Context: an optimization exercise on an open-source flow, tuned for small area. The choices shown serve that exercise and are no tape-out recipe. No run shown here included a check of the RTL's function; only the layout flow was run. Power and IR drop assume default switching activity.

==> flow/design.v (outline; a module is shown in full before it is edited, if it fits) <==
// module top: 126 lines
// module srl_addr: 193 lines
// module fa: 4 lines
// module ha: 4 lines
// module srl_weights: 13 lines
// module srl_sum: 4631 lines
module top(
			clk, rst, data_in, data1, data2,
			lut_q_R0, lut_q_R1, lut_q_R2, lut_q_R3,
			lut_q_L0, lut_q_L1, lut_q_L2, lut_q_L3,
			lut_q_U0, lut_q_U1, lut_q_U2, lut_q_U3,
			lut_q_D0, lut_q_D1, lut_q_D2, lut_q_D3,
			out_valid,
			en,
			addr,
			out1, out2, out3, out4,
			addr1, addr2,
			lut_wen, lut_da, lut_db,
			lut_a_R0, lut_a_R1, lut_a_R2, lut_a_R3,
			lut_a_L0, lut_a_L1, lut_a_L2, lut_a_L3,
			lut_a_U0, lut_a_U1, lut_a_U2, lut_a_U3,
			lut_a_D0, lut_a_D1, lut_a_D2, lut_a_D3
			);
  // ...
==> flow/run.sh <==
#!/bin/bash
# synth_recipe.tcl (not shown) runs the flow's synth.tcl, then flattens the netlist and writes it again
# the make line also repeats each setting of config.mk as NAME=value (left out here)
make -C /OpenROAD-flow-scripts/flow DESIGN_CONFIG=/design/flow/config.mk WORK_HOME=/design/flow/orfs CLKGATE_MAP_FILE= SYNTH_SCRIPT=/design/flow/synth_recipe.tcl finish
==> flow/config.mk <==
export PLATFORM = sky130hd
export DESIGN_NAME = top
export DESIGN_NICKNAME = top
export VERILOG_FILES = /design/flow/design.v
export SDC_FILE = /design/flow/constraint.sdc
export NUM_CORES = 4
export LEC_CHECK = 0
export CAP_MARGIN = 20
export CORE_MARGIN = 2
export CORE_UTILIZATION = 50
export SLEW_MARGIN = 20
export SYNTH_HIERARCHICAL = 1
export SYNTH_MINIMUM_KEEP_SIZE = 0
==> flow/constraint.sdc <==
create_clock -name core_clock -period 12.0 [get_ports {clk}]
set_input_delay 2.4000 -clock core_clock [delete_from_list [all_inputs] [get_ports {clk}]]
set_output_delay 2.4000 -clock core_clock [all_outputs]
set_load 0.01 [all_outputs]
==> run summary, run 1 <==
- Adding up every negative setup slack in the final design gives 0 ns.
- The total iterations of the first detailed-routing run is 7.
- The worst setup path is of the reg -> reg kind.
- The slowest cell on the critical path is fa_1.
- The cell count of the worst hold path is 0.
- In the layout the tool counted multi-input logic cells amounting to 3574.
- The total power consumption of the routed design is ~33 mW.
- Global routing used 42.7% of the available met2 tracks.
- The worst setup skew after layout is ~0.12 ns.
- Sequential cells consume a total of approximately 12 mW.
- TritonCTS built the clock tree.
- The clock period minus final worst setup slack is around 12 ns.
- The largest registers in the layout are chain (3206), lut_da (32), lut_db (32).
- The clock group share of total power is between 20% and 30%.
- The endpoint type of the worst setup path is a flip-flop.
- In the final layout, the multi-input gates occupy ~40000 um^2.
- The smallest hold slack is about 0.21 ns.
- Ranked by flip-flop count, first place goes to chain.
- Summing all non-filler instances in the final layout gives an area of roughly 140000 um^2.
- The worst setup slack before clock tree synthesis is -0.323 ns.
- The run finished with no timing, DRC or antenna violations.
- In this run the critical register-to-register path is launched from chain[1612].
- Dividing the final minimum period by the clock period gives 97.2%.
- The number of rows in the core area is around 170.
- The worst pin sits at a relative slew slack of 15.8%.
- Global routing consumed, on the met1 layer, between 30% and 40% of the routing resources.
- The startpoint class of the critical path is a flip-flop.
- In the routed design, unresolved DRC markers number 0.
- After detailed routing, the wire length on met1 is 128000 um.
- The reported combinational group power is around 12 mW.
- The final-report max-slew violation count is 0.
==> module srl_weights, before the edit <==
module srl_weights(input [2:0] fx, input [2:0] fy, input [2:0] fz, output [12:0] w);
  wire [2:0] mx1 = (fx > fy) ? fx : fy;
  wire [2:0] mn1 = (fx > fy) ? fy : fx;
  wire [2:0] mx = (mx1 > fz) ? mx1 : fz;
  wire [2:0] r = (mx1 > fz) ? fz : mx1;
  wire [2:0] md = (mn1 > r) ? mn1 : r;
  wire [2:0] mn = (mn1 > r) ? r : mn1;
  wire [2:0] a0 = ~mx;
  wire [2:0] w1 = mx - md;
  wire [2:0] w2 = md - mn;
  wire [2:0] w3 = mn;
  assign w = {1'b0, w3[2], w2[2], w1[2], a0[2], w3[1], w2[1], w1[1], a0[1], w3[0], w2[0], w1[0], a0[0]};
endmodule
==> run 2, diff against run 1 <==
--- a/flow/design.v
+++ b/flow/design.v
@@ -327,15 +327,19 @@
   assign co = a & b;
 endmodule
 module srl_weights(input [2:0] fx, input [2:0] fy, input [2:0] fz, output [12:0] w);
-  wire [2:0] mx1 = (fx > fy) ? fx : fy;
-  wire [2:0] mn1 = (fx > fy) ? fy : fx;
-  wire [2:0] mx = (mx1 > fz) ? mx1 : fz;
-  wire [2:0] r = (mx1 > fz) ? fz : mx1;
-  wire [2:0] md = (mn1 > r) ? mn1 : r;
-  wire [2:0] mn = (mn1 > r) ? r : mn1;
+  wire gxy = (fx[2] & ~fy[2]) | (~(fx[2] ^ fy[2]) & ((fx[1] & ~fy[1]) | (~(fx[1] ^ fy[1]) & fx[0] & ~fy[0])));
+  wire gyz = (fy[2] & ~fz[2]) | (~(fy[2] ^ fz[2]) & ((fy[1] & ~fz[1]) | (~(fy[1] ^ fz[1]) & fy[0] & ~fz[0])));
+  wire gxz = (fx[2] & ~fz[2]) | (~(fx[2] ^ fz[2]) & ((fx[1] & ~fz[1]) | (~(fx[1] ^ fz[1]) & fx[0] & ~fz[0])));
+  wire [2:0] mx = gxy ? (gxz ? fx : fz) : (gyz ? fy : fz);
+  wire [2:0] mn = gxy ? (gyz ? fz : fy) : (gxz ? fz : fx);
+  wire [2:0] md = gxy ? (gyz ? fy : (gxz ? fz : fx)) : (gxz ? fx : (gyz ? fz : fy));
+  wire b11 = ~mx[0] & md[0];
+  wire b12 = (~mx[1] & md[1]) | (~(mx[1] ^ md[1]) & b11);
+  wire [2:0] w1 = {mx[2] ^ md[2] ^ b12, mx[1] ^ md[1] ^ b11, mx[0] ^ md[0]};
+  wire b21 = ~md[0] & mn[0];
+  wire b22 = (~md[1] & mn[1]) | (~(md[1] ^ mn[1]) & b21);
+  wire [2:0] w2 = {md[2] ^ mn[2] ^ b22, md[1] ^ mn[1] ^ b21, md[0] ^ mn[0]};
   wire [2:0] a0 = ~mx;
-  wire [2:0] w1 = mx - md;
-  wire [2:0] w2 = md - mn;
   wire [2:0] w3 = mn;
   assign w = {1'b0, w3[2], w2[2], w1[2], a0[2], w3[1], w2[1], w1[1], a0[1], w3[0], w2[0], w1[0], a0[0]};
 endmodule
==> flow/flow/run.sh (new file) <==
#!/bin/bash
# Standard layout, with the ports buffered by the smallest buffer and a
# clock tree built without dummy loads from mid-size clock buffers.
set -euo pipefail
export BUFFER_PORTS_ARGS="-buffer_cell sky130_fd_sc_hd__buf_1"
export CTS_ARGS="-sink_clustering_enable -repair_clock_nets -dont_use_dummy_load -buf_list {sky130_fd_sc_hd__clkbuf_8}"
bash standard.sh > flow.log 2>&1
==> flow/standard.sh (new file) <==
#!/bin/bash
# synth_recipe.tcl (not shown) runs the flow's synth.tcl, then flattens the netlist and writes it again
# the make line also repeats each setting of config.mk as NAME=value (left out here)
make -C /OpenROAD-flow-scripts/flow DESIGN_CONFIG=/design/flow/config.mk WORK_HOME=/design/flow/orfs CLKGATE_MAP_FILE= SYNTH_SCRIPT=/design/flow/synth_recipe.tcl "${@:-finish}"
removed: flow/run.sh
==> run summary, run 2 <==
- The overflow left after global routing is 0.
- Dividing the detail-routed via count by the number of cells gives slightly above 5.
- The power density over cell area is between 200 and 250 nW/um^2.
- Once the floorplan was initialized, standard cells occupied between 50% and 60% of the core.
- The post-synthesis average cell area is 14.9 um^2.
- The overall fraction of global-route tracks in use is ~27%.
- Setup violations remaining at the end of the flow were counted as 0.
- The register with the most flip-flops is chain.
- The post-route fraction of the period consumed by the critical path is 96.0% (-1.1 points).
- The CTS sink count is between 3000 and 4000.
- The area of the mapped netlist is 110000 um^2.
- After clock tree synthesis, the flow added hold-fix buffers numbering 0.
- Input and output buffers added on the ports amount to roughly 910.
- The number of violations of the max-capacitance limit is 0.
- STA puts the critical path data arrival time at roughly 12 ns.
- The library cells used most frequently in the layout, excluding fill and tap cells, are dfxtp_1 (3389), fa_1 (1260), nand2_1 (961), buf_1 (911), clkbuf_8 (477).
- The area added between synthesis and finish is 11.9%.
- The maximum fanout along the worst path is 22.
- The via count of the first global-routing pass is 63400.
- Clock-pin slew was measured on the worst setup and hold paths at around 0.060 ns.
- The number of rows in the core area is 172 (unchanged).
- The initial DRC count is 4502.
- Measured along the y axis, the die boundary spans around 470 um.
- STA classifies the critical path startpoint as a flip-flop.
- Clock latency on the worst-skew pair, taken at its later pin, is approximately 0.99 ns.
- The number of H-tree levels is 5.
- The clock period minus final worst setup slack came to 11.52 ns (-0.138 ns).
- The largest registers in the layout are chain (3206), lut_da (32), lut_db (32).
- The maximum clock frequency is 86.8 MHz.
- TritonCTS created between 400 and 500 clock buffers.
- The worst setup path is of the reg -> reg kind.
- The net switching power figure is roughly 7.4 mW.
- The measured slew at the worst slew-check pin is between 1 and 1.5 ns.
- The half-perimeter wire length after detailed placement is 230000 um.
- The slowest cell on the critical path is xnor3_2.
- The flow ran to the end and the layout has no timing, DRC or antenna violations.
- The share of total power in sequential cells is around 46%.
- Entering global routing, the biggest net connects 86 pins.
- The total iterations of the first detailed-routing run is 6 (-1).
- The peak supply drop is around 0.25 mV.
- Counting every instance in the synthesized netlist gives 7404.
- The number of warning messages in the yosys log is 7.
- The CTS tree is done.
- From left edge to right edge, the die measures between 400 and 500 um.
- The design area is 123000 um^2 (-9.5%).
- The internal power of the cells is approximately 17 mW.
- CTS placed an instance of clkbuf_8 at the clock tree root.
- Once placement finished, the instance area stood at approximately 120000 um^2.
- The switching portion of total power is between 20% and 30%.
- The area of the core is 220000 um^2.
- Combinational logic burns 25.8% of the power.
- The final net count is ~11000.
- In this design, the critical path's most frequently occurring cell is fa_1.
- The worst setup skew after layout was 0.125 ns (+0.00734 ns).
- The total power consumption of the routed design is 24.9 mW (-25%).
- In this run the static leakage power is ~44 nW.
- In this run the count of I/O pins placed on the die edge is approximately 920.
- The routed length per placed instance is approximately 26 um.
- The hold violation count in the final report is 0.
- The number of DRC violations after detailed routing is 0 (unchanged).
- No sink is reached through more buffers than the 4 on the longest clock path.
- The number of antenna violations at the first check in global routing is between 90 and 100.
- The number of flip-flops in the largest register is 3206.
- At the end of routability-driven placement, the weighted congestion stood at 0.971.
- The library cell used most frequently in the layout, excluding fill and tap cells, is dfxtp_1.
- Setup repair after global routing left no endpoint under its margin.
- The final-report max-slew violation count was 0 (unchanged).
- The endpoint type of the worst setup path is a flip-flop.
- The type of the most critical hold path is reg -> reg.
- The worst slew margin relative to its limit is 32.2% (+16 points).
- The data required time of the critical path is about 13 ns.
- The total wire length after detailed routing is ~300000 um.
- The longest individual stage delay on the worst path is around 0.74 ns.
- The area of the die is between 200000 and 250000 um^2.
- The setup TNS after final layout is 0 ns (unchanged).
- The first-pass GRT wire length is 438000 um.
- The total via count in the routed design is just under 60000.
- The number of nets with antenna violations after routing is 0.
- The clock group share of total power is 28.0% (-1.7 points).
- The fraction of layout instances using a drive strength above 1 is about 8.4%.
run 2: path summary, 6_finish.rpt:
check,from,to,slack (ns),cells past startpoint
worst max-delay path,chain[1612],p2[2],0.48,33
worst min-delay path,chain[2411],chain[2418],0.20,0
worst max register to register,chain[1612],p2[2],0.48,33
worst min register to register,chain[2411],chain[2418],0.20,0
run 2: stage by stage:
stage                     hold WS [ns]  std cells  util (%)  worst slack, ns
after global placement           0.310      11000      53.2            0.434
after floorplan                  0.310       7467         -             1.40
after CTS                        0.177      11500      56.2            0.330
after detailed placement         0.312      11000      53.2            0.289
after global routing             0.182      11500      56.2           0.0466
final                            0.197      11500      56.3            0.475
run 2: timing repair:
item / in CTS / in global routing
setup endpoints to repair: 0 / 17
endpoints found under the hold margin: 0 / 0
setup buffers: 0 / 0
resized for setup: 0 / 2
run 2: critical path: cells and delay by family (launching register included):
kind            cells  cell delay, ns
compound gates      4            1.14
simple gates        4            1.06
buf+inv             5            0.96
xor+xnor            3            1.01
fa+ha+maj          17            6.83
flops               1            0.30
run 2: routing by layer:
layer / up-vias / GRT usage, % / wire length [um]
met4: 54 / 13.8 / 16300
li1: 25500 / - / -
met2: 2865 / 41.7 / 137000
met3: 858 / 7.85 / 26500
met1: 30100 / 35.7 / 125000
met5: - / 0 / 327
run 2: layout make-up:
type                       count  area (um^2)
antenna                       41          103
clock buffer                 477         6570
fill                       18100        96000
inverter                     178          668
multi-input combinational   3510        40000
sequential                  3391        67900
tap                         2871         3590
timing repair buffer        1046         4710
run 2: power by group through the flow:
stage | combinational (mW) | sequential, mW | clock (mW)
6_report | 6.41 | 11.5 | 6.96
5_1_grt | 7.18 | 11.5 | 7.71
4_1_cts | 6.43 | 11.5 | 7.24
3_5_place_dp | 6.36 | 11.7 | 0
3_3_place_gp | 6.25 | 11.7 | 0
2_1_floorplan | 4.62 | 11.7 | 0
==> module top, before the edit <==
module top(
			clk, rst, data_in, data1, data2,
			lut_q_R0, lut_q_R1, lut_q_R2, lut_q_R3,
			lut_q_L0, lut_q_L1, lut_q_L2, lut_q_L3,
			lut_q_U0, lut_q_U1, lut_q_U2, lut_q_U3,
			lut_q_D0, lut_q_D1, lut_q_D2, lut_q_D3,
			out_valid,
			en,
			addr,
			out1, out2, out3, out4,
			addr1, addr2,
			lut_wen, lut_da, lut_db,
			lut_a_R0, lut_a_R1, lut_a_R2, lut_a_R3,
			lut_a_L0, lut_a_L1, lut_a_L2, lut_a_L3,
			lut_a_U0, lut_a_U1, lut_a_U2, lut_a_U3,
			lut_a_D0, lut_a_D1, lut_a_D2, lut_a_D3
			);
input clk, rst;
input [7:0] data_in;
input [31:0] data1, data2;
output out_valid;
output en;
output [14:0] addr;
output reg signed [7:0] out1, out2, out3, out4;
output [11 :0] addr1, addr2;
input  [31:0] lut_q_R0, lut_q_R1, lut_q_R2, lut_q_R3;
input  [31:0] lut_q_L0, lut_q_L1, lut_q_L2, lut_q_L3;
input  [31:0] lut_q_U0, lut_q_U1, lut_q_U2, lut_q_U3;
input  [31:0] lut_q_D0, lut_q_D1, lut_q_D2, lut_q_D3;
output lut_wen;
output reg [31:0] lut_da, lut_db;
output [11:0] lut_a_R0, lut_a_R1, lut_a_R2, lut_a_R3;
output [11:0] lut_a_L0, lut_a_L1, lut_a_L2, lut_a_L3;
output [11:0] lut_a_U0, lut_a_U1, lut_a_U2, lut_a_U3;
output [11:0] lut_a_D0, lut_a_D1, lut_a_D2, lut_a_D3;
reg sr, sr_d;
reg [14:0] cnt;
reg [6:0] cmod;
wire load_end = (cnt[10:0] == 11'd1689);
always @(posedge clk) begin
	if (rst) begin
		sr <= 1'b0;
		sr_d <= 1'b0;
		cnt <= 15'd0;
		cmod <= 7'd0;
	end
	else begin
		sr <= sr | load_end;
		sr_d <= sr;
		if (sr_d) cnt <= cnt + 15'd1;
		else if (!sr) cnt <= load_end ? 15'd0 : cnt + 15'd1;
		if (sr_d) cmod <= (cmod == 7'd113) ? 7'd0 : cmod + 7'd1;
	end
end
assign lut_wen = sr;
assign addr = sr ? cnt : 15'd0;
assign addr1 = {(sr ? 11'd1689 : cnt[10:0]), 1'b0};
assign addr2 = {(sr ? 11'd1689 : cnt[10:0]), 1'b1};
assign en = sr & (|cnt[14:1]);
assign out_valid = sr & (cnt >= 15'd465) & ~((cmod >= 7'd5) & (cmod <= 7'd8));
always @(posedge clk) begin
	if (rst) begin
		lut_da <= 32'd0;
		lut_db <= 32'd0;
	end
	else begin
		lut_da <= data1;
		lut_db <= data2;
	end
end
reg [6:0] wdata;
reg [6:0] x1, x2;
reg [2:0] x3;
always @(posedge clk) begin
	wdata <= {data_in[7:4] - 4'd1, data_in[3:1]};
	x1 <= wdata;
	x2 <= x1;
	x3 <= x2[2:0];
end
reg [7*458-1:0] chain;
reg [2:0] chain_last;
always @(posedge clk) begin
	chain <= {chain[7*457-1:0], (en ? wdata : 7'b1111000)};
	chain_last <= chain[7*457 +: 3];
end
wire [7*459-1:0] taps = {4'b0, chain_last, chain};
wire [6:0] ctr = taps[7*(230)-1 -: 7];
wire [2:0] pctr = taps[7*(231)-5 -: 3];
reg [11:0] a225;
always @(*) begin
	case (ctr[6:3])
	4'd0: a225 = 12'd0;     4'd1: a225 = 12'd225;   4'd2: a225 = 12'd450;   4'd3: a225 = 12'd675;
	4'd4: a225 = 12'd900;   4'd5: a225 = 12'd1125;  4'd6: a225 = 12'd1350;  4'd7: a225 = 12'd1575;
	4'd8: a225 = 12'd1800;  4'd9: a225 = 12'd2025;  4'd10: a225 = 12'd2250; 4'd11: a225 = 12'd2475;
	4'd12: a225 = 12'd2700; 4'd13: a225 = 12'd2925; 4'd14: a225 = 12'd3150; default: a225 = 12'd3375;
	endcase
end
wire [10:0] lbase = cnt[10:0] - 11'd2;
wire [11:0] A = sr ? a225 : {lbase, 1'b0};
srl_addr ad_R(.sr(sr), .A(A), .pb(taps[7*(229)-1 -: 7]), .pc(taps[7*(228)-1 -: 7]), .fx(ctr[2:0]),
	.o0(lut_a_R0), .o1(lut_a_R1), .o2(lut_a_R2), .o3(lut_a_R3));
srl_addr ad_L(.sr(sr), .A(A), .pb(taps[7*(231)-1 -: 7]), .pc(taps[7*(232)-1 -: 7]), .fx(ctr[2:0]),
	.o0(lut_a_L0), .o1(lut_a_L1), .o2(lut_a_L2), .o3(lut_a_L3));
srl_addr ad_U(.sr(sr), .A(A), .pb(taps[7*(344)-1 -: 7]), .pc(taps[7*(458)-1 -: 7]), .fx(ctr[2:0]),
	.o0(lut_a_U0), .o1(lut_a_U1), .o2(lut_a_U2), .o3(lut_a_U3));
srl_addr ad_D(.sr(sr), .A(A), .pb(taps[7*(116)-1 -: 7]), .pc(x2), .fx(ctr[2:0]),
	.o0(lut_a_D0), .o1(lut_a_D1), .o2(lut_a_D2), .o3(lut_a_D3));
wire [12:0] wR, wL, wU, wD;
srl_weights we_R(.fx(pctr), .fy(taps[7*(230)-5 -: 3]), .fz(taps[7*(229)-5 -: 3]), .w(wR));
srl_weights we_L(.fx(pctr), .fy(taps[7*(232)-5 -: 3]), .fz(taps[7*(233)-5 -: 3]), .w(wL));
srl_weights we_U(.fx(pctr), .fy(taps[7*(345)-5 -: 3]), .fz(taps[7*(459)-5 -: 3]), .w(wU));
srl_weights we_D(.fx(pctr), .fy(taps[7*(117)-5 -: 3]), .fz(x3), .w(wD));
wire [7:0] r1, r2, r3, r4;
srl_sum sum_i(
	.qR0(lut_q_R0), .qR1(lut_q_R1), .qR2(lut_q_R2), .qR3(lut_q_R3),
	.qL0(lut_q_L0), .qL1(lut_q_L1), .qL2(lut_q_L2), .qL3(lut_q_L3),
	.qU0(lut_q_U0), .qU1(lut_q_U1), .qU2(lut_q_U2), .qU3(lut_q_U3),
	.qD0(lut_q_D0), .qD1(lut_q_D1), .qD2(lut_q_D2), .qD3(lut_q_D3),
	.wR(wR), .wL(wL), .wU(wU), .wD(wD),
	.r1(r1), .r2(r2), .r3(r3), .r4(r4));
reg [7:0] p1, p2, p3, p4;
always @(posedge clk) begin
	p1 <= r1; p2 <= r2; p3 <= r3; p4 <= r4;
	out1 <= p1; out2 <= p2; out3 <= p3; out4 <= p4;
end
endmodule
==> module srl_addr, before the edit <==
module srl_addr(
  input sr,
  input [11:0] A,
  input [6:0] pb, input [6:0] pc, input [2:0] fx,
  output [11:0] o0, output [11:0] o1, output [11:0] o2, output [11:0] o3
);
  wire [3:0] b = pb[6:3] & {4{sr}};
  wire [3:0] c = pc[6:3] & {4{sr}};
  wire [2:0] fy = pb[2:0], fz = pc[2:0];
  wire pa_1;
  wire pa_2;
  fa upa_1 (.a(A[0]), .b(1'b1), .c(c[0]), .s(pa_1), .co(pa_2));
  wire pa_3;
  wire pa_4;
  ha upa_3 (.a(~b[0]), .b(pa_1), .s(pa_3), .co(pa_4));
  wire pa_5;
  wire pa_6;
  fa upa_5 (.a(A[1]), .b(c[1]), .c(~b[1]), .s(pa_5), .co(pa_6));
  wire pa_7;
  wire pa_8;
  fa upa_7 (.a(pa_2), .b(pa_5), .c(pa_4), .s(pa_7), .co(pa_8));
  wire pa_9;
  wire pa_10;
  fa upa_9 (.a(A[2]), .b(c[2]), .c(~b[2]), .s(pa_9), .co(pa_10));
  wire pa_11;
  wire pa_12;
  fa upa_11 (.a(pa_6), .b(pa_9), .c(pa_8), .s(pa_11), .co(pa_12));
  wire pa_13;
  wire pa_14;
  fa upa_13 (.a(A[3]), .b(c[3]), .c(~b[3]), .s(pa_13), .co(pa_14));
  wire pa_15;
  wire pa_16;
  fa upa_15 (.a(pa_10), .b(pa_13), .c(pa_12), .s(pa_15), .co(pa_16));
  wire pa_17;
  wire pa_18;
  fa upa_17 (.a(A[4]), .b(1'b1), .c(b[0]), .s(pa_17), .co(pa_18));
  wire pa_19;
  wire pa_20;
  fa upa_19 (.a(pa_14), .b(pa_17), .c(pa_16), .s(pa_19), .co(pa_20));
  wire pa_21;
  wire pa_22;
  fa upa_21 (.a(A[5]), .b(1'b1), .c(b[1]), .s(pa_21), .co(pa_22));
  wire pa_23;
  wire pa_24;
  fa upa_23 (.a(pa_18), .b(pa_21), .c(pa_20), .s(pa_23), .co(pa_24));
  wire pa_25;
  wire pa_26;
  fa upa_25 (.a(A[6]), .b(1'b1), .c(b[2]), .s(pa_25), .co(pa_26));
  wire pa_27;
  wire pa_28;
  fa upa_27 (.a(pa_22), .b(pa_25), .c(pa_24), .s(pa_27), .co(pa_28));
  wire pa_29;
  wire pa_30;
  fa upa_29 (.a(A[7]), .b(1'b1), .c(b[3]), .s(pa_29), .co(pa_30));
  wire pa_31;
  wire pa_32;
  fa upa_31 (.a(pa_26), .b(pa_29), .c(pa_28), .s(pa_31), .co(pa_32));
  wire pa_33;
  wire pa_34;
  fa upa_33 (.a(A[8]), .b(1'b1), .c(pa_30), .s(pa_33), .co(pa_34));
  wire pa_35;
  wire pa_36;
  ha upa_35 (.a(pa_33), .b(pa_32), .s(pa_35), .co(pa_36));
  wire pa_37;
  wire pa_38;
  fa upa_37 (.a(A[9]), .b(1'b1), .c(pa_34), .s(pa_37), .co(pa_38));
  wire pa_39;
  wire pa_40;
  ha upa_39 (.a(pa_37), .b(pa_36), .s(pa_39), .co(pa_40));
  wire pa_41;
  wire pa_42;
  fa upa_41 (.a(A[10]), .b(1'b1), .c(pa_38), .s(pa_41), .co(pa_42));
  wire pa_43;
  wire pa_44;
  ha upa_43 (.a(pa_41), .b(pa_40), .s(pa_43), .co(pa_44));
  wire pa_45;
  assign pa_45 = A[11] ^ 1'b1 ^ pa_42;
  wire pa_46;
  assign pa_46 = pa_45 ^ pa_44;
  assign o0 = {pa_46, pa_43, pa_39, pa_35, pa_31, pa_27, pa_23, pa_19, pa_15, pa_11, pa_7, pa_3};
  wire c1 = fx > fy, c2 = fy > fz, c3 = fx > fz, c4 = fz > fy, c5 = fz > fx;
  wire sa = sr & c1 & (c2 | c3);
  wire sb = sr & ~c1 & ~c4;
  wire t240 = sr & ((c1 & c2) | (~c1 & ~c4 & ~c5));
  wire t226 = sr & c1 & ~c2;
  wire t16 = sr & ~c1 & (c4 | c5);
  wire o1_1;
  wire o1_2;
  ha uo1_1 (.a(o0[0]), .b(1'b1), .s(o1_1), .co(o1_2));
  wire o1_3;
  wire o1_4;
  fa uo1_3 (.a(o0[1]), .b(sb), .c(o1_2), .s(o1_3), .co(o1_4));
  wire o1_5;
  wire o1_6;
  fa uo1_5 (.a(o0[2]), .b(sb), .c(o1_4), .s(o1_5), .co(o1_6));
  wire o1_7;
  wire o1_8;
  fa uo1_7 (.a(o0[3]), .b(sb), .c(o1_6), .s(o1_7), .co(o1_8));
  wire o1_9;
  wire o1_10;
  ha uo1_9 (.a(o0[4]), .b(o1_8), .s(o1_9), .co(o1_10));
  wire o1_11;
  wire o1_12;
  fa uo1_11 (.a(o0[5]), .b(sa), .c(o1_10), .s(o1_11), .co(o1_12));
  wire o1_13;
  wire o1_14;
  fa uo1_13 (.a(o0[6]), .b(sa), .c(o1_12), .s(o1_13), .co(o1_14));
  wire o1_15;
  wire o1_16;
  fa uo1_15 (.a(o0[7]), .b(sa), .c(o1_14), .s(o1_15), .co(o1_16));
  wire o1_17;
  wire o1_18;
  ha uo1_17 (.a(o0[8]), .b(o1_16), .s(o1_17), .co(o1_18));
  wire o1_19;
  wire o1_20;
  ha uo1_19 (.a(o0[9]), .b(o1_18), .s(o1_19), .co(o1_20));
  wire o1_21;
  wire o1_22;
  ha uo1_21 (.a(o0[10]), .b(o1_20), .s(o1_21), .co(o1_22));
  wire o1_23;
  assign o1_23 = o0[11] ^ o1_22;
  assign o1 = {o1_23, o1_21, o1_19, o1_17, o1_15, o1_13, o1_11, o1_9, o1_7, o1_5, o1_3, o1_1};
  wire t4 = t16 | t240, t5 = t226 | t240;
  wire o2_1;
  wire o2_2;
  ha uo2_1 (.a(o0[1]), .b(t226), .s(o2_1), .co(o2_2));
  wire o2_3;
  wire o2_4;
  ha uo2_3 (.a(o0[2]), .b(o2_2), .s(o2_3), .co(o2_4));
  wire o2_5;
  wire o2_6;
  ha uo2_5 (.a(o0[3]), .b(o2_4), .s(o2_5), .co(o2_6));
  wire o2_7;
  wire o2_8;
  fa uo2_7 (.a(o0[4]), .b(t4), .c(o2_6), .s(o2_7), .co(o2_8));
  wire o2_9;
  wire o2_10;
  fa uo2_9 (.a(o0[5]), .b(t5), .c(o2_8), .s(o2_9), .co(o2_10));
  wire o2_11;
  wire o2_12;
  fa uo2_11 (.a(o0[6]), .b(t5), .c(o2_10), .s(o2_11), .co(o2_12));
  wire o2_13;
  wire o2_14;
  fa uo2_13 (.a(o0[7]), .b(t5), .c(o2_12), .s(o2_13), .co(o2_14));
  wire o2_15;
  wire o2_16;
  ha uo2_15 (.a(o0[8]), .b(o2_14), .s(o2_15), .co(o2_16));
  wire o2_17;
  wire o2_18;
  ha uo2_17 (.a(o0[9]), .b(o2_16), .s(o2_17), .co(o2_18));
  wire o2_19;
  wire o2_20;
  ha uo2_19 (.a(o0[10]), .b(o2_18), .s(o2_19), .co(o2_20));
  wire o2_21;
  assign o2_21 = o0[11] ^ o2_20;
  assign o2 = {o2_21, o2_19, o2_17, o2_15, o2_13, o2_11, o2_9, o2_7, o2_5, o2_3, o2_1, o0[0]};
  wire o3_1;
  wire o3_2;
  ha uo3_1 (.a(o0[0]), .b(1'b1), .s(o3_1), .co(o3_2));
  wire o3_3;
  wire o3_4;
  ha uo3_3 (.a(o0[1]), .b(o3_2), .s(o3_3), .co(o3_4));
  wire o3_5;
  wire o3_6;
  ha uo3_5 (.a(o0[2]), .b(o3_4), .s(o3_5), .co(o3_6));
  wire o3_7;
  wire o3_8;
  ha uo3_7 (.a(o0[3]), .b(o3_6), .s(o3_7), .co(o3_8));
  wire o3_9;
  wire o3_10;
  fa uo3_9 (.a(o0[4]), .b(sr), .c(o3_8), .s(o3_9), .co(o3_10));
  wire o3_11;
  wire o3_12;
  fa uo3_11 (.a(o0[5]), .b(sr), .c(o3_10), .s(o3_11), .co(o3_12));
  wire o3_13;
  wire o3_14;
  fa uo3_13 (.a(o0[6]), .b(sr), .c(o3_12), .s(o3_13), .co(o3_14));
  wire o3_15;
  wire o3_16;
  fa uo3_15 (.a(o0[7]), .b(sr), .c(o3_14), .s(o3_15), .co(o3_16));
  wire o3_17;
  wire o3_18;
  ha uo3_17 (.a(o0[8]), .b(o3_16), .s(o3_17), .co(o3_18));
  wire o3_19;
  wire o3_20;
  ha uo3_19 (.a(o0[9]), .b(o3_18), .s(o3_19), .co(o3_20));
  wire o3_21;
  wire o3_22;
  ha uo3_21 (.a(o0[10]), .b(o3_20), .s(o3_21), .co(o3_22));
  wire o3_23;
  assign o3_23 = o0[11] ^ o3_22;
  assign o3 = {o3_23, o3_21, o3_19, o3_17, o3_15, o3_13, o3_11, o3_9, o3_7, o3_5, o3_3, o3_1};
endmodule
==> run 3, diff against run 2 <==
--- a/flow/design.v
+++ b/flow/design.v
@@ -90,10 +90,10 @@
 reg [11:0] a225;
 always @(*) begin
 	case (ctr[6:3])
-	4'd0: a225 = 12'd0;     4'd1: a225 = 12'd225;   4'd2: a225 = 12'd450;   4'd3: a225 = 12'd675;
-	4'd4: a225 = 12'd900;   4'd5: a225 = 12'd1125;  4'd6: a225 = 12'd1350;  4'd7: a225 = 12'd1575;
-	4'd8: a225 = 12'd1800;  4'd9: a225 = 12'd2025;  4'd10: a225 = 12'd2250; 4'd11: a225 = 12'd2475;
-	4'd12: a225 = 12'd2700; 4'd13: a225 = 12'd2925; 4'd14: a225 = 12'd3150; default: a225 = 12'd3375;
+	4'd0: a225 = 12'd4081;     4'd1: a225 = 12'd210;   4'd2: a225 = 12'd435;   4'd3: a225 = 12'd660;
+	4'd4: a225 = 12'd885;   4'd5: a225 = 12'd1110;  4'd6: a225 = 12'd1335;  4'd7: a225 = 12'd1560;
+	4'd8: a225 = 12'd1785;  4'd9: a225 = 12'd2010;  4'd10: a225 = 12'd2235; 4'd11: a225 = 12'd2460;
+	4'd12: a225 = 12'd2685; 4'd13: a225 = 12'd2910; 4'd14: a225 = 12'd3135; default: a225 = 12'd3360;
 	endcase
 end
 wire [10:0] lbase = cnt[10:0] - 11'd2;
@@ -132,79 +132,66 @@
   output [11:0] o0, output [11:0] o1, output [11:0] o2, output [11:0] o3
 );
   wire [3:0] b = pb[6:3] & {4{sr}};
+  wire [3:0] nb = ~pb[6:3] & {4{sr}};
   wire [3:0] c = pc[6:3] & {4{sr}};
   wire [2:0] fy = pb[2:0], fz = pc[2:0];
   wire pa_1;
   wire pa_2;
-  fa upa_1 (.a(A[0]), .b(1'b1), .c(c[0]), .s(pa_1), .co(pa_2));
+  fa upa_1 (.a(A[0]), .b(c[0]), .c(nb[0]), .s(pa_1), .co(pa_2));
   wire pa_3;
   wire pa_4;
-  ha upa_3 (.a(~b[0]), .b(pa_1), .s(pa_3), .co(pa_4));
+  fa upa_3 (.a(A[1]), .b(c[1]), .c(nb[1]), .s(pa_3), .co(pa_4));
   wire pa_5;
   wire pa_6;
-  fa upa_5 (.a(A[1]), .b(c[1]), .c(~b[1]), .s(pa_5), .co(pa_6));
+  ha upa_5 (.a(pa_2), .b(pa_3), .s(pa_5), .co(pa_6));
   wire pa_7;
   wire pa_8;
-  fa upa_7 (.a(pa_2), .b(pa_5), .c(pa_4), .s(pa_7), .co(pa_8));
+  fa upa_7 (.a(A[2]), .b(c[2]), .c(nb[2]), .s(pa_7), .co(pa_8));
   wire pa_9;
   wire pa_10;
-  fa upa_9 (.a(A[2]), .b(c[2]), .c(~b[2]), .s(pa_9), .co(pa_10));
+  fa upa_9 (.a(pa_4), .b(pa_7), .c(pa_6), .s(pa_9), .co(pa_10));
   wire pa_11;
   wire pa_12;
-  fa upa_11 (.a(pa_6), .b(pa_9), .c(pa_8), .s(pa_11), .co(pa_12));
+  fa upa_11 (.a(A[3]), .b(c[3]), .c(nb[3]), .s(pa_11), .co(pa_12));
   wire pa_13;
   wire pa_14;
-  fa upa_13 (.a(A[3]), .b(c[3]), .c(~b[3]), .s(pa_13), .co(pa_14));
+  fa upa_13 (.a(pa_8), .b(pa_11), .c(pa_10), .s(pa_13), .co(pa_14));
   wire pa_15;
   wire pa_16;
-  fa upa_15 (.a(pa_10), .b(pa_13), .c(pa_12), .s(pa_15), .co(pa_16));
+  fa upa_15 (.a(A[4]), .b(b[0]), .c(pa_12), .s(pa_15), .co(pa_16));
   wire pa_17;
   wire pa_18;
-  fa upa_17 (.a(A[4]), .b(1'b1), .c(b[0]), .s(pa_17), .co(pa_18));
+  ha upa_17 (.a(pa_15), .b(pa_14), .s(pa_17), .co(pa_18));
   wire pa_19;
   wire pa_20;
-  fa upa_19 (.a(pa_14), .b(pa_17), .c(pa_16), .s(pa_19), .co(pa_20));
+  fa upa_19 (.a(A[5]), .b(b[1]), .c(pa_16), .s(pa_19), .co(pa_20));
   wire pa_21;
   wire pa_22;
-  fa upa_21 (.a(A[5]), .b(1'b1), .c(b[1]), .s(pa_21), .co(pa_22));
+  ha upa_21 (.a(pa_19), .b(pa_18), .s(pa_21), .co(pa_22));
   wire pa_23;
   wire pa_24;
-  fa upa_23 (.a(pa_18), .b(pa_21), .c(pa_20), .s(pa_23), .co(pa_24));
+  fa upa_23 (.a(A[6]), .b(b[2]), .c(pa_20), .s(pa_23), .co(pa_24));
   wire pa_25;
   wire pa_26;
-  fa upa_25 (.a(A[6]), .b(1'b1), .c(b[2]), .s(pa_25), .co(pa_26));
+  ha upa_25 (.a(pa_23), .b(pa_22), .s(pa_25), .co(pa_26));
   wire pa_27;
   wire pa_28;
-  fa upa_27 (.a(pa_22), .b(pa_25), .c(pa_24), .s(pa_27), .co(pa_28));
+  fa upa_27 (.a(A[7]), .b(b[3]), .c(pa_24), .s(pa_27), .co(pa_28));
   wire pa_29;
   wire pa_30;
-  fa upa_29 (.a(A[7]), .b(1'b1), .c(b[3]), .s(pa_29), .co(pa_30));
+  ha upa_29 (.a(pa_27), .b(pa_26), .s(pa_29), .co(pa_30));
   wire pa_31;
   wire pa_32;
-  fa upa_31 (.a(pa_26), .b(pa_29), .c(pa_28), .s(pa_31), .co(pa_32));
+  fa upa_31 (.a(A[8]), .b(pa_28), .c(pa_30), .s(pa_31), .co(pa_32));
   wire pa_33;
   wire pa_34;
-  fa upa_33 (.a(A[8]), .b(1'b1), .c(pa_30), .s(pa_33), .co(pa_34));
+  ha upa_33 (.a(A[9]), .b(pa_32), .s(pa_33), .co(pa_34));
   wire pa_35;
   wire pa_36;
-  ha upa_35 (.a(pa_33), .b(pa_32), .s(pa_35), .co(pa_36));
+  ha upa_35 (.a(A[10]), .b(pa_34), .s(pa_35), .co(pa_36));
   wire pa_37;
-  wire pa_38;
-  fa upa_37 (.a(A[9]), .b(1'b1), .c(pa_34), .s(pa_37), .co(pa_38));
-  wire pa_39;
-  wire pa_40;
-  ha upa_39 (.a(pa_37), .b(pa_36), .s(pa_39), .co(pa_40));
-  wire pa_41;
-  wire pa_42;
-  fa upa_41 (.a(A[10]), .b(1'b1), .c(pa_38), .s(pa_41), .co(pa_42));
-  wire pa_43;
-  wire pa_44;
-  ha upa_43 (.a(pa_41), .b(pa_40), .s(pa_43), .co(pa_44));
-  wire pa_45;
-  assign pa_45 = A[11] ^ 1'b1 ^ pa_42;
-  wire pa_46;
-  assign pa_46 = pa_45 ^ pa_44;
-  assign o0 = {pa_46, pa_43, pa_39, pa_35, pa_31, pa_27, pa_23, pa_19, pa_15, pa_11, pa_7, pa_3};
+  assign pa_37 = A[11] ^ pa_36;
+  assign o0 = {pa_37, pa_35, pa_33, pa_31, pa_29, pa_25, pa_21, pa_17, pa_13, pa_9, pa_5, pa_1};
   wire c1 = fx > fy, c2 = fy > fz, c3 = fx > fz, c4 = fz > fy, c5 = fz > fx;
   wire sa = sr & c1 & (c2 | c3);
   wire sb = sr & ~c1 & ~c4;
@@ -212,41 +199,40 @@
   wire t226 = sr & c1 & ~c2;
   wire t16 = sr & ~c1 & (c4 | c5);
   wire o1_1;
+  assign o1_1 = ~o0[0];
   wire o1_2;
-  ha uo1_1 (.a(o0[0]), .b(1'b1), .s(o1_1), .co(o1_2));
   wire o1_3;
+  fa uo1_2 (.a(o0[1]), .b(sb), .c(o0[0]), .s(o1_2), .co(o1_3));
   wire o1_4;
-  fa uo1_3 (.a(o0[1]), .b(sb), .c(o1_2), .s(o1_3), .co(o1_4));
   wire o1_5;
+  fa uo1_4 (.a(o0[2]), .b(sb), .c(o1_3), .s(o1_4), .co(o1_5));
   wire o1_6;
-  fa uo1_5 (.a(o0[2]), .b(sb), .c(o1_4), .s(o1_5), .co(o1_6));
   wire o1_7;
+  fa uo1_6 (.a(o0[3]), .b(sb), .c(o1_5), .s(o1_6), .co(o1_7));
   wire o1_8;
-  fa uo1_7 (.a(o0[3]), .b(sb), .c(o1_6), .s(o1_7), .co(o1_8));
   wire o1_9;
+  ha uo1_8 (.a(o0[4]), .b(o1_7), .s(o1_8), .co(o1_9));
   wire o1_10;
-  ha uo1_9 (.a(o0[4]), .b(o1_8), .s(o1_9), .co(o1_10));
   wire o1_11;
+  fa uo1_10 (.a(o0[5]), .b(sa), .c(o1_9), .s(o1_10), .co(o1_11));
   wire o1_12;
-  fa uo1_11 (.a(o0[5]), .b(sa), .c(o1_10), .s(o1_11), .co(o1_12));
   wire o1_13;
+  fa uo1_12 (.a(o0[6]), .b(sa), .c(o1_11), .s(o1_12), .co(o1_13));
   wire o1_14;
-  fa uo1_13 (.a(o0[6]), .b(sa), .c(o1_12), .s(o1_13), .co(o1_14));
   wire o1_15;
+  fa uo1_14 (.a(o0[7]), .b(sa), .c(o1_13), .s(o1_14), .co(o1_15));
   wire o1_16;
-  fa uo1_15 (.a(o0[7]), .b(sa), .c(o1_14), .s(o1_15), .co(o1_16));
   wire o1_17;
+  ha uo1_16 (.a(o0[8]), .b(o1_15), .s(o1_16), .co(o1_17));
   wire o1_18;
-  ha uo1_17 (.a(o0[8]), .b(o1_16), .s(o1_17), .co(o1_18));
   wire o1_19;
+  ha uo1_18 (.a(o0[9]), .b(o1_17), .s(o1_18), .co(o1_19));
   wire o1_20;
-  ha uo1_19 (.a(o0[9]), .b(o1_18), .s(o1_19), .co(o1_20));
   wire o1_21;
+  ha uo1_20 (.a(o0[10]), .b(o1_19), .s(o1_20), .co(o1_21));
   wire o1_22;
-  ha uo1_21 (.a(o0[10]), .b(o1_20), .s(o1_21), .co(o1_22));
-  wire o1_23;
-  assign o1_23 = o0[11] ^ o1_22;
-  assign o1 = {o1_23, o1_21, o1_19, o1_17, o1_15, o1_13, o1_11, o1_9, o1_7, o1_5, o1_3, o1_1};
+  assign o1_22 = o0[11] ^ o1_21;
+  assign o1 = {o1_22, o1_20, o1_18, o1_16, o1_14, o1_12, o1_10, o1_8, o1_6, o1_4, o1_2, o1_1};
   wire t4 = t16 | t240, t5 = t226 | t240;
   wire o2_1;
   wire o2_2;
@@ -282,41 +268,40 @@
   assign o2_21 = o0[11] ^ o2_20;
   assign o2 = {o2_21, o2_19, o2_17, o2_15, o2_13, o2_11, o2_9, o2_7, o2_5, o2_3, o2_1, o0[0]};
   wire o3_1;
+  assign o3_1 = ~o0[0];
   wire o3_2;
-  ha uo3_1 (.a(o0[0]), .b(1'b1), .s(o3_1), .co(o3_2));
   wire o3_3;
+  ha uo3_2 (.a(o0[1]), .b(o0[0]), .s(o3_2), .co(o3_3));
   wire o3_4;
-  ha uo3_3 (.a(o0[1]), .b(o3_2), .s(o3_3), .co(o3_4));
   wire o3_5;
+  ha uo3_4 (.a(o0[2]), .b(o3_3), .s(o3_4), .co(o3_5));
   wire o3_6;
-  ha uo3_5 (.a(o0[2]), .b(o3_4), .s(o3_5), .co(o3_6));
   wire o3_7;
+  ha uo3_6 (.a(o0[3]), .b(o3_5), .s(o3_6), .co(o3_7));
   wire o3_8;
-  ha uo3_7 (.a(o0[3]), .b(o3_6), .s(o3_7), .co(o3_8));
   wire o3_9;
+  fa uo3_8 (.a(o0[4]), .b(sr), .c(o3_7), .s(o3_8), .co(o3_9));
   wire o3_10;
-  fa uo3_9 (.a(o0[4]), .b(sr), .c(o3_8), .s(o3_9), .co(o3_10));
   wire o3_11;
+  fa uo3_10 (.a(o0[5]), .b(sr), .c(o3_9), .s(o3_10), .co(o3_11));
   wire o3_12;
-  fa uo3_11 (.a(o0[5]), .b(sr), .c(o3_10), .s(o3_11), .co(o3_12));
   wire o3_13;
+  fa uo3_12 (.a(o0[6]), .b(sr), .c(o3_11), .s(o3_12), .co(o3_13));
   wire o3_14;
-  fa uo3_13 (.a(o0[6]), .b(sr), .c(o3_12), .s(o3_13), .co(o3_14));
   wire o3_15;
+  fa uo3_14 (.a(o0[7]), .b(sr), .c(o3_13), .s(o3_14), .co(o3_15));
   wire o3_16;
-  fa uo3_15 (.a(o0[7]), .b(sr), .c(o3_14), .s(o3_15), .co(o3_16));
   wire o3_17;
+  ha uo3_16 (.a(o0[8]), .b(o3_15), .s(o3_16), .co(o3_17));
   wire o3_18;
-  ha uo3_17 (.a(o0[8]), .b(o3_16), .s(o3_17), .co(o3_18));
   wire o3_19;
+  ha uo3_18 (.a(o0[9]), .b(o3_17), .s(o3_18), .co(o3_19));
   wire o3_20;
-  ha uo3_19 (.a(o0[9]), .b(o3_18), .s(o3_19), .co(o3_20));
   wire o3_21;
+  ha uo3_20 (.a(o0[10]), .b(o3_19), .s(o3_20), .co(o3_21));
   wire o3_22;
-  ha uo3_21 (.a(o0[10]), .b(o3_20), .s(o3_21), .co(o3_22));
-  wire o3_23;
-  assign o3_23 = o0[11] ^ o3_22;
-  assign o3 = {o3_23, o3_21, o3_19, o3_17, o3_15, o3_13, o3_11, o3_9, o3_7, o3_5, o3_3, o3_1};
+  assign o3_22 = o0[11] ^ o3_21;
+  assign o3 = {o3_22, o3_20, o3_18, o3_16, o3_14, o3_12, o3_10, o3_8, o3_6, o3_4, o3_2, o3_1};
 endmodule
 module fa(input a, input b, input c, output s, output co);
   assign s = a ^ b ^ c;
==> flow/flow/run.sh (replaced) <==
#!/bin/bash
# Standard layout, with the ports buffered by the smallest buffer and a
# clock tree built without dummy loads from mid-size clock buffers.
set -euo pipefail
export BUFFER_PORTS_ARGS="-buffer_cell sky130_fd_sc_hd__buf_1"
export CTS_ARGS="-sink_clustering_enable -repair_clock_nets -dont_use_dummy_load -buf_list {sky130_fd_sc_hd__clkbuf_8} -sink_clustering_size 20 -sink_clustering_max_diameter 60"
bash standard.sh > flow.log 2>&1
==> run summary, run 3 <==
- The total iterations of the first detailed-routing run is 6 (unchanged).
- The number of warning messages in the yosys log came to 7 (unchanged).
- The synthesized instance count came to 7391 (-0.18%).
- The startpoint identified for the worst hold timing path is chain[667].
- The clock latency on the worst-skew pair is 0.97 ns (-0.02 ns).
- The flow ran to the end and the layout has no timing, DRC or antenna violations.
- The area of the mapped netlist is 110000 um^2 (-0.32%).
- The number of antenna violations at the first check in global routing is 90 (-1.1%).
- The hold violation count in the final report came to 0 (unchanged).
- The area of combinational cells with multiple inputs is 39300 um^2 (-1.5%).
- The half-perimeter wire length after detailed placement is 241000 um (+4.8%).
- The area of the core is 219000 um^2 (-0.20%).
- The sink of the worst hold path is chain[674].
- The number of DRC violations after detailed routing was 0 (unchanged).
- The peak supply drop was 0.286 mV (+14%).
- The total wire length after detailed routing is 315000 um (+3.3%).
- The number of filler instances in the final layout was 18400 (+1.6%).
- The total via count in the routed design came to 58300 (-1.9%).
- The number of nets with antenna violations after routing came to 0 (unchanged).
- The overflow left after global routing is 0 (unchanged).
- The worst setup skew after layout is 0.136 ns (+0.0114 ns).
- The CTS sink count is 3397 (+0.18%).
- The measured slew at the worst slew-check pin is 1.08 ns (+0.0641 ns).
- The number of setup buffers added after CTS is 0 (unchanged).
- The worst setup path is captured at a flip-flop.
- The number of input and output port buffers inserted is 912 (unchanged).
- The post-cts resize count was 0 (unchanged).
- The width of the chip was 473 um (-0.16%).
- The overall fraction of global-route tracks in use is 28.2% (+0.88 points).
- The setup-violating endpoint count in the final report is 0 (unchanged).
- The final net count is 10300 (-3.1%).
- The number of rows in the core area came to 172 (unchanged).
- The maximum buffer depth of the clock tree came to 3 (-1).
- Leaving out fill and tap cells, the most frequent cells in the layout are dfxtp_1 (3394), fa_1 (1232), nand2_1 (947), buf_1 (911), clkbuf_8 (207).
- The register-to-register path setup slack is 0.47 ns (about the same).
- The standby leakage power is 41.7 nW (-5.5%).
- The number of H-tree levels is 4 (-1).
- The worst register-to-register path ends at p4[5].
- The via count of the first global-routing pass was 60800 (-4.2%).
- The startpoint-to-endpoint class of the critical path is reg -> reg.
- The number of buffers created by CTS is 207 (-57%).
- The routability-driven placement congestion ratio is 0.978 (+0.74%).
- The cell count of the worst hold path is 0 (unchanged).
- The clock period minus final worst setup slack came to 11.53 ns (+0.00578 ns).
- The longest individual stage delay on the worst path was 0.66 ns (-0.08 ns).
- The post-synthesis average cell area is 14.9 um^2 (-0.14%).
- The first-pass GRT wire length is 445000 um (+1.5%).
- The total power consumption of the routed design came to 21.7 mW (-13%).
- The maximum clock frequency came to 86.7 MHz (about the same).
- The source of the worst register-to-register timing path is chain[1612].
- The post-route fraction of the period consumed by the critical path is 96.1% (about the same).
- The number of violations of the max-capacitance limit came to 0 (unchanged).
- The storage element area is 68000 um^2 (+0.18%).
- The clock-pin transition on the worst setup and hold timing paths came to 0.11 ns (+0.05 ns).
- The largest net degree at the start of global routing is 86 (unchanged).
- The height of the chip is 473 um (-0.16%).
- The maximum fanout along the worst path is 18 (-18%).
- The number of flip-flops in the largest register came to 3206 (unchanged).
- The cell seen most often among critical-path stages is fa_1.
- The fraction of layout instances using a drive strength above 1 is 5.55% (-2.9 points).
- The number of top-level pins is 916 (unchanged).
- The total of hold buffers inserted after clock tree synthesis is 0 (unchanged).
- The register with the most flip-flops is chain.
- The initial DRC count is 4508 (+0.13%).
- Setup repair after global routing left no endpoint under its margin.
- From synthesis to final layout, the design area changed by 8.46%.
- The worst slew margin relative to its limit is 28.0% (-4.1 points).
- The area of the die is 224000 um^2 (-0.32%).
- The final-report max-slew violation count is 0 (unchanged).
- The leading cell type in the layout, fill and taps excluded is dfxtp_1.
- The startpoint class of the critical path is a flip-flop.
- The largest registers in the layout are chain (3206), lut_da (32), lut_db (32).
- Clock tree synthesis selected as its root buffer the cell clkbuf_8.
- The post-detailed-route via-to-cell ratio is 5.20 (+0.78%).
- The power density over cell area was 182 nW/um^2 (-9.7%).
- Among all stages on the critical path, the largest delay is contributed by dfxtp_2.
- The routed length per placed instance was 28.1 um (+6.2%).
- The critical path data arrival time is 12.25 ns (-0.11 ns).
- The CTS tree is done.
- The cell count of the worst reg-to-reg path was 31 (-6.1%).
- The initial core utilization is 50.2% (-0.062 points).
- The data required time of the critical path was 12.72 ns (-0.12 ns).
- The type of the most critical hold path is reg -> reg.
- The setup TNS after final layout was 0 ns (unchanged).
-- run 3: final cells by class --
cell class	instances	area share [%]
Antenna cell	41	0.0860
Clock buffer	207	2.39
Inverter	174	0.548
Multi-Input combinational cell	3459	33.0
Sequential cell	3397	57.0
Tap cell	2871	3.01
Timing Repair Buffer	1055	3.95
-- run 3: routing by layer --
layer	wire (um)	vias up	GRT usage [%]
li1	-	24900	-
met1	133000	29900	38.1
met2	142000	2687	43.3
met3	25000	751	7.00
met4	14300	54	12.5
met5	316	-	0
-- run 3: worst max-delay path by stage --
| stage | from | to | slack, ns | cells past startpoint |
|---|---|---|---|---|
| floorplan | chain[1611] | p3[2] | 1.40 | 30 |
| global placement | chain[1612] | p3[2] | 0.28 | 31 |
| detailed placement | chain[1612] | p3[2] | 0.16 | 31 |
| CTS | chain[1612] | p3[2] | 0.19 | 31 |
| global route | chain[1612] | p4[6] | 0.06 | 30 |
| finish | chain[1612] | p4[5] | 0.47 | 31 |
-- run 3: power by group --
| part | switching [mW] | internal (mW) |
|---|---|---|
| logic | 3.28 | 2.33 |
| clock network | 3.03 | 1.54 |
| registers | 0.0957 | 11.4 |
-- run 3: per-stage QoR --
| stage | cells | utilization, % | hold WS [ns] | instance area, um^2 | setup WS [ns] |
|---|---|---|---|---|---|
| after detailed placement | 11000 | 53.1 | 0.312 | 116000 | 0.156 |
| after global routing | 11200 | 54.4 | 0.187 | 119000 | 0.0596 |
| after CTS | 11200 | 54.4 | 0.184 | 119000 | 0.188 |
| after global placement | 11000 | 53.1 | 0.310 | 116000 | 0.277 |
| after floorplan | 7418 | - | 0.310 | 110000 | 1.40 |
| final | 11200 | 54.4 | 0.205 | 119000 | 0.469 |
-- run 3: worst max-delay path, delay by kind of cell (launching register included) --
| family | cells | cell delay (ns) |
|---|---|---|
| DFF | 1 | 0.66 |
| adders and majority gates | 17 | 7.14 |
| and+or+nand+nor | 3 | 0.78 |
| AOI/OAI and AO/OA | 7 | 1.72 |
| buffers and inverters | 3 | 0.49 |
| xor gates and xnor gates | 1 | 0.55 |

-- what the ideal ports hide --
How much do the figures lean on ideal ports? The routed layouts below were timed once more, with nothing changed but the port constraints. Step 1 sets driving cells, clkbuf_16 on the clock port and buf_2 on the other inputs (assumed; they add their load-dependent delay and slew). Step 2 also shifts input and output timing later by t, the mid clock arrival at the registers, as if the neighbouring blocks saw the same clock. a / b / c = ideal ports / drivers / drivers and shift; a / b = the first two.
| run | t (ns) | setup slack, ns | worst setup path at the end | slew at the worst register clock pin (ns) | cell pins on the clock port's net |
|---|---|---|---|---|---|
| run 1 | 0.968 | 0.338 / 0.338 / 0.338 | register to register | 0.09 / 0.09 | 1 |
| run 2 | 1.050 | 0.475 / 0.475 / 0.475 | register to register | 0.07 / 0.07 | 1 |
| run 3 | 0.993 | 0.469 / 0.469 / 0.469 | register to register | 0.12 / 0.12 | 1 |
After both steps every run listed still meets setup and hold.
